This is an optimization exercise on Yosys and OpenROAD, whose aim is small area and a short achievable clock period, not a production implementation.
For this run, only the layout was checked, not whether the RTL still works.
Power is estimated from default activity; no workload was simulated.

**flow/config.mk**
```make
export PLATFORM = sky130hd
export DESIGN_NAME = ALU_TOP
export DESIGN_NICKNAME = ALU_TOP
export VERILOG_FILES = /design/flow/design.v
export SDC_FILE = /design/flow/constraint.sdc
export NUM_CORES = 4
export LEC_CHECK = 0
export CAP_MARGIN = 20
export CORE_MARGIN = 2
export CORE_UTILIZATION = 40
export SLEW_MARGIN = 20
```
**flow/constraint.sdc**
```tcl
create_clock -name core_clock -period 38.0 [get_ports {CLK}]
set_input_delay 7.6000 -clock core_clock [delete_from_list [all_inputs] [get_ports {CLK}]]
set_output_delay 7.6000 -clock core_clock [all_outputs]
set_load 0.01 [all_outputs]
```
**flow/run.sh**
```bash
#!/bin/bash
# synth_recipe.tcl (not shown) runs the flow's synth.tcl, then flattens the netlist and writes it again
# the make line also repeats each setting of config.mk as NAME=value (left out here)
make -C /OpenROAD-flow-scripts/flow DESIGN_CONFIG=/design/flow/config.mk WORK_HOME=/design/flow/orfs CLKGATE_MAP_FILE= SYNTH_SCRIPT=/design/flow/synth_recipe.tcl finish
```
**flow/design.v**
```verilog
module decoder_2x4(
  input wire [1:0] in,
  output reg out0,
  output reg out1,
  output reg out2,
  output reg out3
  );
  always @(*)
  begin
    case (in)
      2'b00:
        begin
          out0 = 1'b1;
          out1 = 1'b0;
          out2 = 1'b0;
          out3 = 1'b0;
        end
      2'b01:
        begin
          out0 = 1'b0;
          out1 = 1'b1;
          out2 = 1'b0;
          out3 = 1'b0;
        end
      2'b10:
        begin
          out0 = 1'b0;
          out1 = 1'b0;
          out2 = 1'b1;
          out3 = 1'b0;
        end
      2'b11:
        begin
          out0 = 1'b0;
          out1 = 1'b0;
          out2 = 1'b0;
          out3 = 1'b1;
        end
    endcase
  end
endmodule
module ARITHMETIC_UNIT #(
  parameter DATA_WIDTH = 8
  ) (
  input wire [DATA_WIDTH - 1 : 0]        in1,
  input wire [DATA_WIDTH - 1 : 0]        in2,
  input wire                            clk,
  input wire [1:0]                      arith_fun,
  input wire                            arith_en,
  output reg [DATA_WIDTH - 1 : 0]  arith_out,
  output reg                            arith_cout,
  output reg                            arith_flag
  );
  reg [DATA_WIDTH - 1 : 0] arith_out_comb;
  reg arith_cout_comb;
  reg arith_flag_comb;
  always @(posedge clk)
  begin
    arith_out <= arith_out_comb;
    arith_cout <= arith_cout_comb;
    arith_flag <= arith_flag_comb;
  end
  always @(*)
    begin
      arith_out_comb = 'b0;
      arith_cout_comb = 1'b0;
      arith_flag_comb = 1'b0;
      if (arith_en)
        begin
          case (arith_fun)
            2'b00: 
            begin
              {arith_cout_comb, arith_out_comb} = in1 + in2;
              arith_flag_comb = 1'b1;
            end
            2'b01:
            begin
              {arith_cout_comb, arith_out_comb} = in1 - in2;
              arith_flag_comb = 1'b1;
            end
            2'b10:
            begin
              {arith_cout_comb, arith_out_comb} = in1 * in2;
              arith_flag_comb = 1'b1;
            end
            2'b11:
            begin
              if (in2 == 0)
                {arith_cout_comb, arith_out_comb} = {1'b0, {DATA_WIDTH{1'b1}}};
              else
                {arith_cout_comb, arith_out_comb} = in1 / in2;
              arith_flag_comb = 1'b1;
            end
            default:
            begin
              arith_out_comb = 'b0;
              arith_cout_comb = 1'b0;
              arith_flag_comb = 1'b0;
            end
          endcase
        end
      else
        begin
          arith_out_comb = 'b0;
          arith_cout_comb = 1'b0;
          arith_flag_comb = 1'b0;
        end  
    end
endmodule
module LOGIC_UNIT #(
  parameter DATA_WIDTH = 8
  ) (
  input wire [DATA_WIDTH - 1 : 0]        in1,
  input wire [DATA_WIDTH - 1 : 0]        in2,
  input wire                            clk,
  input wire [1:0]                      logic_fun,
  input wire                            logic_en,
  output reg [DATA_WIDTH - 1 : 0]  logic_out,
  output reg                            logic_flag
  );
  reg [DATA_WIDTH - 1 : 0] logic_out_comb;
  reg logic_flag_comb;
  always @(posedge clk)
    begin
      logic_out <= logic_out_comb;
      logic_flag <= logic_flag_comb;      
    end
  always @(*)
    begin
      logic_out_comb = 'b0;
      logic_flag_comb = 1'b0;
      if (logic_en)
        begin
          case (logic_fun)
            2'b00: 
            begin
              logic_out_comb = in1 & in2;
              logic_flag_comb = 1'b1;
            end
            2'b01:
            begin
              logic_out_comb = in1 | in2;
              logic_flag_comb = 1'b1;
            end
            2'b10:
            begin
              logic_out_comb = ~(in1 & in2);
              logic_flag_comb = 1'b1;
            end
            2'b11:
            begin
              logic_out_comb = ~(in1 | in2);
              logic_flag_comb = 1'b1;
            end
            default:
            begin
              logic_out_comb = 'b0;
              logic_flag_comb = 1'b0;
            end
          endcase
        end
      else
        begin
          logic_out_comb = 'b0;
          logic_flag_comb = 1'b0;
        end  
    end
endmodule
module SHIFT_UNIT #(
  parameter DATA_WIDTH = 8
  ) (
  input wire [DATA_WIDTH - 1 : 0]        in1,
  input wire [DATA_WIDTH - 1 : 0]        in2,
  input wire                            clk,
  input wire [1:0]                      shift_fun,
  input wire                            shift_en,
  output reg [DATA_WIDTH - 1 : 0]  shift_out,
  output reg                            shift_flag
  );
  reg [DATA_WIDTH - 1 : 0] shift_out_comb;
  reg shift_flag_comb;
  always @(posedge clk)
    begin
      shift_out <= shift_out_comb;
      shift_flag <= shift_flag_comb;      
    end
  always @(*)
    begin
      shift_out_comb = 'b0;
      shift_flag_comb = 1'b0;
      if (shift_en)
        begin
          case (shift_fun)
            2'b00: 
            begin
              shift_out_comb = in1 >> 1'b1;
              shift_flag_comb = 1'b1;
            end
            2'b01:
            begin
              shift_out_comb = in1 << 1'b1;
              shift_flag_comb = 1'b1;
            end
            2'b10:
            begin
              shift_out_comb = in2 >> 1'b1;
              shift_flag_comb = 1'b1;
            end
            2'b11:
            begin
              shift_out_comb = in2 << 1'b1;
              shift_flag_comb = 1'b1;
            end
            default:
            begin
              shift_out_comb = 'b0;
              shift_flag_comb = 1'b0;
            end
          endcase
        end
      else
        begin
          shift_out_comb = 'b0;
          shift_flag_comb = 1'b0;
        end  
    end
endmodule
module CMP_UNIT #(
  parameter DATA_WIDTH = 8
  ) (
  input wire [DATA_WIDTH - 1 : 0]        in1,
  input wire [DATA_WIDTH - 1 : 0]        in2,
  input wire                            clk,
  input wire [1:0]                      cmp_fun,
  input wire                            cmp_en,
  output reg [DATA_WIDTH - 1 : 0]    cmp_out,
  output reg                            cmp_flag
  );
  reg [DATA_WIDTH - 1 : 0] cmp_out_comb;
  reg cmp_flag_comb;
  always @(posedge clk)
    begin
      cmp_out <= cmp_out_comb;
      cmp_flag <= cmp_flag_comb;      
    end
  always @(*)
    begin
      cmp_out_comb = 'b0;
      cmp_flag_comb = 1'b0;
      if (cmp_en)
        begin
          case (cmp_fun)
            2'b00: 
            begin
              cmp_out_comb = 'b0;
              cmp_flag_comb = 1'b1;
            end
            2'b01:
            begin
              if(in1 == in2)
                begin
                  cmp_out_comb = 'b1;
                end
              else
                begin
                  cmp_out_comb = 'b0;
                end
              cmp_flag_comb = 1'b1;
            end
            2'b10:
            begin
              if(in1 > in2)
                begin
                  cmp_out_comb = 'b10;
                end
              else
                begin
                  cmp_out_comb = 'b0;
                end
              cmp_flag_comb = 1'b1;
            end
            2'b11:
            begin
              if(in1 < in2)
                begin
                  cmp_out_comb = 'b11;
                end
              else
                begin
                  cmp_out_comb = 'b0;
                end
              cmp_flag_comb = 1'b1;
            end
            default:
            begin
              cmp_out_comb = 'b0;
              cmp_flag_comb = 1'b0;
            end
          endcase
        end
      else
        begin
          cmp_out_comb = 'b0;
          cmp_flag_comb = 1'b0;
        end  
    end
endmodule
module ALU_TOP #(
  parameter DATA_WIDTH = 16
  ) (
  input wire [DATA_WIDTH - 1 : 0] A,
  input wire [DATA_WIDTH - 1 : 0] B,
  input wire [3:0] ALU_FUN,
  input wire CLK,
  output wire [DATA_WIDTH - 1 : 0] Arith_OUT,
  output wire Carry_OUT,
  output wire Arith_Flag,  
  output wire [DATA_WIDTH - 1 : 0] Logic_OUT,
  output wire Logic_Flag,
  output wire [DATA_WIDTH - 1 : 0] Shift_OUT,
  output wire Shift_Flag,
  output wire [DATA_WIDTH - 1 : 0] CMP_OUT,
  output wire CMP_Flag
  );
  wire Arith_Enable, Logic_Enable, Shift_Enable, CMP_Enable;
  ARITHMETIC_UNIT # (
  .DATA_WIDTH(DATA_WIDTH)
  ) U_arith(
  .in1(A),
  .in2(B),
  .clk(CLK),
  .arith_fun( ALU_FUN[1:0] ),
  .arith_en(Arith_Enable),
  .arith_out(Arith_OUT),
  .arith_cout(Carry_OUT),
  .arith_flag(Arith_Flag)
  );
  LOGIC_UNIT # (
  .DATA_WIDTH(DATA_WIDTH)
  ) U_logic(
  .in1(A),
  .in2(B),
  .clk(CLK),
  .logic_fun( ALU_FUN[1:0] ),
  .logic_en(Logic_Enable),
  .logic_out(Logic_OUT),
  .logic_flag(Logic_Flag)
  );
  SHIFT_UNIT # (
  .DATA_WIDTH(DATA_WIDTH)
  ) U_shift(
  .in1(A),
  .in2(B),
  .clk(CLK),
  .shift_fun( ALU_FUN[1:0] ),
  .shift_en(Shift_Enable),
  .shift_out(Shift_OUT),
  .shift_flag(Shift_Flag)
  );
  CMP_UNIT # (
  .DATA_WIDTH(DATA_WIDTH)
  ) U_cmp(
  .in1(A),
  .in2(B),
  .clk(CLK),
  .cmp_fun( ALU_FUN[1:0] ),
  .cmp_en(CMP_Enable),
  .cmp_out(CMP_OUT),
  .cmp_flag(CMP_Flag)
  );
  decoder_2x4 U_decoder(
  .in( ALU_FUN[3:2] ),
  .out0(Arith_Enable),
  .out1(Logic_Enable),
  .out2(CMP_Enable),
  .out3(Shift_Enable)
  );
endmodule
```
==> results.txt <==
-- Yosys cell counts, types with 9 or more instances --
cell and n:
ha_1 252, nor2_1 225, inv_1 192, nand2_1 176, a21oi_1 138, fa_1 96
xnor2_1 94, clkbuf_1 74, o21ai_0 70, nor3_1 59, dfxtp_1 55, nor2b_1 47
a21o_1 43, xor2_1 43, o21a_1 40, nand3_1 32, or3_1 31, mux2_2 28
a211oi_1 26, o31ai_1 23, nand2b_1 22, mux2i_1 21, o211ai_1 21, o22ai_1 20
a31oi_1 19, nand4_1 19, buf_4 15, or2_2 15, mux4_2 14, nor4_1 13
a21boi_0 12, and2_1 12, o21bai_1 12, a41oi_1 9, and3_1 9
-- routing by layer --
metal,vias to the layer above,global-route usage
met5,-,0
met1,7809,0.384
met4,2,0.0977
li1,7655,-
met3,152,0.0374
met2,767,0.463
-- timing repair --
item | 4_1_cts | 5_1_grt
hold buffers | 0 | 0
gates resized for setup | 0 | 36
setup buffers | 0 | 9
setup endpoints to repair | 0 | 2
-- per-stage QoR --
step	setup TNS [ns]	power [mW]
global placement	0	0.676
finish	0	0.747
floorplan	0	0.515
global route	0	0.816
CTS	0	0.733
detailed placement	-0.0121	0.679
-- sequential cells by signal, summed over array words and instances (netlist names) --
register	cells
U_logic.logic_flag	1
U_arith.arith_out	16
U_cmp.cmp_flag	1
U_shift.shift_flag	1
U_shift.shift_out	16
U_arith.arith_flag	1
U_arith.arith_cout	1
U_cmp.cmp_out	2
U_logic.logic_out	16
-- where the power goes --
part	internal, mW	leakage (nW)	total (mW)	switching [mW]
Sequential	0.0628	0.452	0.0642	0.00136
Clock	0.0251	0.0719	0.0490	0.0239
Combinational	0.265	7.68	0.634	0.369
-- logic make-up after synthesis --
logic type | Yosys count | synth area share
DFF | 55 | 0.0670
and+or+nand+nor | 696 | 0.203
adders and majority gates | 348 | 0.309
AOI/OAI and AO/OA | 533 | 0.221
other | 1 | 0.000228
xor gates and xnor gates | 137 | 0.0730
muxes | 65 | 0.0526
buffers and inverters | 300 | 0.0737
-- path summary, 6_finish.rpt --
check             startpoint                   end  slack, ns  depth (start not counted)
setup / recovery        B[0]  U_arith.arith_out[0]       1.78                        125
hold / removal    ALU_FUN[1]  U_arith.arith_out[2]       7.68                          2
-- area by class of cell --
type	count	area, µm²	share of cell area
tap	532	666	0.0363
clock inverter	3	27.5	0.00150
clock buffer	5	125	0.00683
inverter	197	739	0.0403
sequential	55	1100	0.0601
multi-input combinational	1794	14300	0.782
timing repair buffer	148	1340	0.0733
==> results_dict.tcl <==
set metrics [dict create \
    status "finished clean" \
    vias 16385 \
    crit_slowest_cell "or4_1" \
    antenna_found_initial 2 \
    yosys_most_used_dff "dfxtp_1" \
    ys_ff_latch 55 \
    drc 0 \
    max-slew-margin-rel 0.351 \
    worstMarginPinSlew_ns 0.950 \
    io_pins 106 \
    maxSlewViolCount 0 \
    cp_top_family "compound AO/OA/AOI/OAI gates" \
    post_dp_cell_area_um2 17900 \
    core_um2 40600 \
    yosys.cell_types.count 96 \
    wirelength_mm 61.1 \
    tritoncts "done" \
    fill_cells 4085 \
    wl_per_cell_um 22.4 \
    crit_buf_inv 10 \
    clkSinkCount 55 \
    final_layout_size_suffix_gt1_frac 0.0822 \
    clockBufferDepth 2 \
    powerDensity_nw_per_um2 40.8 \
    layout_commonest_cell "ha_1" \
    design.final.nets 2586 \
    yosysSeqAreaShare 0.0670 \
    setup_viol 0 \
    ys_async_sr_fraction 0 \
    syn_to_final_growth_pct 11.6 \
    overflow 0 \
    cts.htree.levels 2 \
    critPathKind "input port to flip-flop" \
    synth_area_leader_cell "ha_1" \
    crit_top_cell "ha_1" \
    period_needed_ns 36.22 \
    grt_pass1_wl_mm 92.3 \
    pre_cts_slack_ns -0.0121 \
    grt_max_degree 76 \
    top_layer "met5" \
    die_x_um 207 \
    finalWorstSetupSlack_ns 1.78 \
    postLayoutCoreUtil 0.451 \
    final_area_um2 18300 \
    synth_edf_count 0 \
    synthTopCellsByArea "ha_1 (19%), fa_1 (12%), dfxtp_1 (6.7%)" \
    fmax_mhz 27.6 \
    cts_buffers 5 \
    fp.dieH_um 207 \
    syn_area_um2 16400 \
    critPathMaxFanout 23 \
    critical_path_arrival_ns 36.39 \
    crit_required_ns 38.18 \
    grt_pass1_vias 15929 \
    synth_cells 2135 \
    period_share 0.953 \
    ant_nets 0 \
    num_rows 74 \
    clkTransAtPathRegs_ns 0.07 \
    leakagePower_nw 8.20 \
    routedLengthMet1_mm 26.6 \
    clockRootBuffer "clkbuf_16" \
    wl_met2_mm 27.3 \
    maxCapViolCount 0 \
    dp.cells 2717 \
    critical-path-max-stage-delay_ns 0.55 \
    dr.first_iter.drc_count 1626 \
    dr.pass1.iters 6 \
    vdd_drop_max_mv 0.0516 \
    hold_path.class "input port to flip-flop" \
    die_area_um2 42700 \
    synth_top_area_frac 0.192 \
    final_cell_mix "ha_1 (252), nor2_1 (224), inv_1 (192), nand2_1 (174), a21oi_1 (134)" \
    route.met3.wl_mm 4.92 \
    yosysWarnings 5 \
    avgSynthCellArea_um2 7.69 \
    final_cells 2734 \
    whs_ns 7.68 \
    critPathLaunchType "input port" \
    port_buffers 91 \
    viasPerCell 5.99 \
    routabilityCongestion 0.985 \
    diodes 0 \
    start_util 0.404 \
    finalHoldViolCount 0 \
    grt_setup_unrepaired "false" \
    dpl.hpwl_mm 47.1 \
    grt_usage 0.283 \
    end_kind "flip-flop" \
]

## port drivers added, routing unchanged
The flow's constraints put no driver on any port. The routed layout listed below was extracted and timed again, unchanged, in two steps.
Step 1: set_driving_cell puts a clkbuf_16 on CLK and a buf_2 on each other input, an assumption about the parent block.
Step 2 times the ports against the registers' clock, not the clock port: input delays grow and output delays shrink by t, the midpoint of the rising clock arrivals with the driver on.
a / b / c = no drivers / after step 1 / after step 2; a / b = the first two.
shift t [ns]: 0.351
setup slack, ns: 1.784 / 1.801 / 1.451
latest minus earliest clock arrival (ns): 0.022 / 0.021
worst register clock-pin slew, ns: 0.09 / 0.09
cell pins on the clock port's net: 1
After both steps this run still meets setup and hold. For this run, drivers alone change the setup slack by +0.017 ns; drivers and shift together by -0.333 ns.
